Background: an optimization exercise with open tools, aiming at small area, a short achievable clock period and few clock cycles. Do not read the settings as production practice.
At most, simulation tests tie the RTL to the original design; equivalence was not proved.
The clock port is modelled as an ideal driver; clocking choices that lean on that would not hold on a real chip.

## top_module2
module top_module2 (input [3:0] start_adress, input [7:0] data_in, input clock, input Start, input reset,
  output logic [15:0] out_put_det3, output logic Done, output logic [3:0] adress);
Size: about 560 cells after synthesis, ~99 flip-flops, ~36 I/O pins.
==> flow/config.mk <==
export PLATFORM = sky130hd
export DESIGN_NAME = top_module2
export DESIGN_NICKNAME = top_module2
export VERILOG_FILES = /design/flow/design.v
export SDC_FILE = /design/flow/constraint.sdc
export NUM_CORES = 4
export LEC_CHECK = 0
export CAP_MARGIN = 20
export CORE_MARGIN = 2
export CORE_UTILIZATION = 40
export SETUP_SLACK_MARGIN = 3.7
export SLEW_MARGIN = 20
==> flow/constraint.sdc <==
create_clock -name core_clock -period 7.0 [get_ports {clock}]
set_input_delay 1.4000 -clock core_clock [delete_from_list [all_inputs] [get_ports {clock}]]
set_output_delay 1.4000 -clock core_clock [all_outputs]
set_load 0.01 [all_outputs]
run.sh (not shown) runs the stock make flow with config.mk's settings and CLKGATE_MAP_FILE= SYNTH_SCRIPT=/design/flow/synth_recipe.tcl, a recipe that flattens the netlist after the stock synthesis.
Change:
- CORE_UTILIZATION: 40 -> 65
=> Utilization goes up by 32 points. Area after synthesis stays the same.
No run of this note included a check of the RTL's function; only the layout flow was run.

* * *

top_module2, a different RTL version from the one above (not shown whole).
For scale: roughly 560 cells after synthesis, roughly 100 flip-flops, ~36 I/O pins, roughly 5900 µm² of cells after synthesis.
==> flow/config.mk <==
export PLATFORM = sky130hd
export DESIGN_NAME = top_module2
export DESIGN_NICKNAME = top_module2
export VERILOG_FILES = /design/flow/design.v
export SDC_FILE = /design/flow/constraint.sdc
export NUM_CORES = 4
export LEC_CHECK = 0
export CAP_MARGIN = 20
export CORE_MARGIN = 2
export CORE_UTILIZATION = 40
export SETUP_SLACK_MARGIN = 3.3
export SLEW_MARGIN = 20
==> flow/constraint.sdc <==
create_clock -name core_clock -period 7.0 [get_ports {clock}]
set_input_delay 1.4000 -clock core_clock [delete_from_list [all_inputs] [get_ports {clock}]]
set_output_delay 1.4000 -clock core_clock [all_outputs]
set_load 0.01 [all_outputs]
standard.sh (not shown) runs the stock make flow with config.mk's settings and CLKGATE_MAP_FILE= SYNTH_SCRIPT=/design/flow/synth_recipe.tcl, a recipe that flattens the netlist after the stock synthesis.
==> flow/flow/run.sh <==
#!/bin/bash
# The standard layout, with plain buffers (buf_2) on the ports instead of the
# default port buffer cell. Every port still gets its buffer.
set -euo pipefail
export BUFFER_PORTS_ARGS="-buffer_cell sky130_fd_sc_hd__buf_2"
bash standard.sh > standard.log 2>&1
The first run produced a clean layout.
Edit:
SETUP_SLACK_MARGIN = 3.6   (was 3.3)
After rerunning:
- The new run went through all stages and came out clean
- worst setup slack loses 19 ps
- hold slack barely changes
- die area does not change
- global-route usage climbs by 1.3 points
- utilization climbs by 2.7 points
Function was not checked in any run of this note: the RTL went through the layout flow alone.

* * *

top_module2, a different RTL version from the one above (not shown whole).
Size: about 130 flip-flops, ~7000 um2 of cells after synthesis.
// top_module2
module top_module2 (input [3:0] start_adress, input [7:0] data_in, input clock, input Start, input reset,
  output logic [15:0] out_put_det3, output logic Done, output logic [3:0] adress);
export LEC_CHECK = 0
export CAP_MARGIN = 20
export CORE_MARGIN = 2
export CORE_UTILIZATION = 40
export SETUP_SLACK_MARGIN = 4.0
export SLEW_MARGIN = 20
create_clock -name core_clock -period 7.0 [get_ports {clock}]
run.sh (not shown) runs the stock make flow with config.mk's settings and CLKGATE_MAP_FILE= SYNTH_SCRIPT=/design/flow/synth_recipe.tcl, a recipe that flattens the netlist after the stock synthesis.
Stock flow here: none of the scripts above is used.
The first run went through all stages and came out clean.
Change:
SETUP_SLACK_MARGIN = 4.5   (was 4.0)
The changed run ran to the end with no violations; wire length shrinks by 2.3%; cell count climbs by 0.55%; sequential share of layout area goes down by 0.17 points; clock-buffer cell count is higher by 3; area after synthesis is unchanged; final area rose by 0.88%; first-iteration DRC count drops by 22%; die area stays the same; via count is about the same.
Function was not checked in any run of this note: the RTL went through the layout flow alone.

* * *

top_module2, a different RTL version from the one above (not shown whole).
Size in the first run: about 36 I/O pins, ~5600 um2 of cells after synthesis.
Design top_module2, start of the top module:
module top_module2 (input [3:0] start_adress, input [7:0] data_in, input clock, input Start, input reset,
  output logic [15:0] out_put_det3, output logic Done, output logic [3:0] adress);
clock: 7.0 ns
lec_check: 0
cap_margin: 20
core_margin: 2
core_utilization: 40
setup_slack_margin: 3.2
slew_margin: 20
standard.sh (not shown) runs the stock make flow with config.mk's settings and CLKGATE_MAP_FILE= SYNTH_SCRIPT=/design/flow/synth_recipe.tcl, a recipe that flattens the netlist after the stock synthesis.
==> flow/flow/run.sh <==
#!/bin/bash
# The standard layout, with two changes: plain buffers (buf_2) on the ports
# instead of the default port buffer cell (every port still gets its buffer),
# and, after clock tree synthesis, a later clock for the output register
# (flow/skew.tcl), which ends the multiply-accumulate paths between registers.
set -euo pipefail
export BUFFER_PORTS_ARGS="-buffer_cell sky130_fd_sc_hd__buf_2"
bash standard.sh cts > standard_cts.log 2>&1
R=orfs/results/sky130hd/top_module2/base
cp $R/4_cts.odb $R/4_cts_noskew.odb
ODB_IN=$R/4_cts_noskew.odb ODB_OUT=$R/4_cts.odb SKEW_DLY_CELL=sky130_fd_sc_hd__clkdlybuf4s25_1 \
  openroad -no_init -exit flow/skew.tcl > skew.log 2>&1
bash standard.sh > standard.log 2>&1
==> flow/flow/skew.tcl <==
# Delays the clock of the output register (out_put_det3) by a delay buffer and a
# clock buffer inserted after its leaf clock buffer. The output register is the
# end of the multiply-accumulate paths between registers; its own paths to the
# output port only lose by this.
read_db $::env(ODB_IN)
set db [ord::get_db]
set block [ord::get_db_block]
set flops {}
foreach inst [$block getInsts] {
  if {[string match {out_put_det3*} [$inst getName]]} { lappend flops $inst }
}
puts "skew: [llength $flops] output register flip-flops"
set src [[[lindex $flops 0] findITerm CLK] getNet]
set n1 [odb::dbNet_create $block skew_net1]
set n2 [odb::dbNet_create $block skew_net2]
$n1 setSigType CLOCK
$n2 setSigType CLOCK
set b1 [odb::dbInst_create $block [$db findMaster $::env(SKEW_DLY_CELL)] skew_dly]
set b2 [odb::dbInst_create $block [$db findMaster sky130_fd_sc_hd__clkbuf_16] skew_buf]
[$b1 findITerm A] connect $src
[$b1 findITerm X] connect $n1
[$b2 findITerm A] connect $n1
[$b2 findITerm X] connect $n2
set sx 0; set sy 0
foreach f $flops {
  set it [$f findITerm CLK]
  $it disconnect
  $it connect $n2
  set bb [$f getBBox]
  set sx [expr {$sx + [$bb xMin]}]; set sy [expr {$sy + [$bb yMin]}]
}
set cx [expr {int($sx / [llength $flops])}]; set cy [expr {int($sy / [llength $flops])}]
$b1 setLocation $cx $cy
$b1 setPlacementStatus PLACED
$b2 setLocation $cx $cy
$b2 setPlacementStatus PLACED
global_connect
detailed_placement
check_placement -verbose
write_db $::env(ODB_OUT)
The starting point completed without violations.
Testbench counts at the start, summed over its fixed seeds: cycles 17,600.
Edit:
==> flow/flow/run.sh (replaced) <==
#!/bin/bash
# The standard layout, with plain buffers (buf_2) on the ports instead of the
# default port buffer cell. Every port still gets its buffer.
set -euo pipefail
export BUFFER_PORTS_ARGS="-buffer_cell sky130_fd_sc_hd__buf_2"
bash standard.sh > standard.log 2>&1
removed: flow/flow/skew.tcl
Final cell count stays flat.
Critical path depth is higher by 10.
Core utilization is higher by 0.71 points.
Worst setup slack is worse by 440 ps.
Count of clock-buffer cells in the layout stays the same.
Non-clock buffer count is higher by 2.
Design area is higher by about 1.5%.
Worst hold slack is better by 270 ps.
First-iteration DRC count is higher by 2.6%.
Edit:
==> flow/flow/run.sh (replaced) <==
#!/bin/bash
# The standard layout, with two changes: plain buffers (buf_2) on the ports
# instead of the default port buffer cell (every port still gets its buffer),
# and, after clock tree synthesis, a later clock for the output register
# (flow/skew.tcl), which ends the multiply-accumulate paths between registers.
set -euo pipefail
export BUFFER_PORTS_ARGS="-buffer_cell sky130_fd_sc_hd__buf_2"
bash standard.sh cts > standard_cts.log 2>&1
R=orfs/results/sky130hd/top_module2/base
cp $R/4_cts.odb $R/4_cts_noskew.odb
ODB_IN=$R/4_cts_noskew.odb ODB_OUT=$R/4_cts.odb SKEW_DLY_CELL=sky130_fd_sc_hd__clkdlybuf4s15_1 \
  openroad -no_init -exit flow/skew.tcl > skew.log 2>&1
bash standard.sh > standard.log 2>&1
==> flow/flow/skew.tcl (new file) <==
# Delays the clock of the output register (out_put_det3) by a delay buffer and a
# clock buffer inserted after its leaf clock buffer. The output register is the
# end of the multiply-accumulate paths between registers; its own paths to the
# output port only lose by this.
read_db $::env(ODB_IN)
set db [ord::get_db]
set block [ord::get_db_block]
set flops {}
foreach inst [$block getInsts] {
  if {[string match {out_put_det3*} [$inst getName]]} { lappend flops $inst }
}
puts "skew: [llength $flops] output register flip-flops"
set src [[[lindex $flops 0] findITerm CLK] getNet]
set n1 [odb::dbNet_create $block skew_net1]
set n2 [odb::dbNet_create $block skew_net2]
$n1 setSigType CLOCK
$n2 setSigType CLOCK
set b1 [odb::dbInst_create $block [$db findMaster $::env(SKEW_DLY_CELL)] skew_dly]
set b2 [odb::dbInst_create $block [$db findMaster sky130_fd_sc_hd__clkbuf_16] skew_buf]
[$b1 findITerm A] connect $src
[$b1 findITerm X] connect $n1
[$b2 findITerm A] connect $n1
[$b2 findITerm X] connect $n2
set sx 0; set sy 0
foreach f $flops {
  set it [$f findITerm CLK]
  $it disconnect
  $it connect $n2
  set bb [$f getBBox]
  set sx [expr {$sx + [$bb xMin]}]; set sy [expr {$sy + [$bb yMin]}]
}
set cx [expr {int($sx / [llength $flops])}]; set cy [expr {int($sy / [llength $flops])}]
$b1 setLocation $cx $cy
$b1 setPlacementStatus PLACED
$b2 setLocation $cx $cy
$b2 setPlacementStatus PLACED
global_connect
detailed_placement
check_placement -verbose
write_db $::env(ODB_OUT)
The changed run went through all stages and came out clean.
Clock skew rises by 440 ps.
Wire length falls by about 0.47%.
Count of clock-buffer cells in the layout does not change.
Via count falls by 0.66%.
Global-route usage rises by 0.33 points.
Die area is unchanged.

==> afterwards: timing with drivers on the ports <==
The results above use ideal ports. As a check the final layouts listed here were re-extracted and re-timed, cells and wires unchanged. Step 1 assumes that a clkbuf_16 drives the clock port and a buf_2 every other input. Step 2, shift: input delay + t, output delay - t, t = (earliest + latest rising clock arrival at the registers) / 2. This alone moves slack from input paths to output paths. Three values: ideal ports, drivers, drivers and shift; two values: the first two.
run	shift t [ns]	setup slack, ns	latest minus earliest clock arrival (ns)	worst data-port slew with drivers (ns)	cell pins on the clock port's net
the first run of note 1	0.398	3.024 / 3.024 / 3.024	0.011 / 0.010	0.04	1
the second run of note 1	0.418	2.975 / 2.975 / 2.975	0.017 / 0.017	0.04	1
the first run of note 2	0.393	3.341 / 3.259 / 2.866	0.006 / 0.006	0.12	1
the second run of note 2	0.398	3.322 / 3.285 / 2.902	0.010 / 0.009	0.07	1
the first run of note 3	0.470	3.624 / 3.624 / 3.624	0.014 / 0.013	0.03	1
the second run of note 3	0.451	3.738 / 3.738 / 3.738	0.010 / 0.009	0.04	1
the first run of note 4	0.645	3.665 / 3.647 / 3.647	0.525 / 0.525	0.05	1
the second run of note 4	0.388	3.222 / 3.222 / 3.222	0.008 / 0.008	0.05	1
the third run of note 4	0.607	3.624 / 3.624 / 3.624	0.449 / 0.449	0.05	1
In the first run of note 4 and the third run of note 4 the clock reaches the registers at very different times; t lies between them, and the last value is a rough guide only. For the first run of note 2, which loses most, drivers alone change the setup slack by -0.082 ns; drivers and shift together by -0.475 ns.
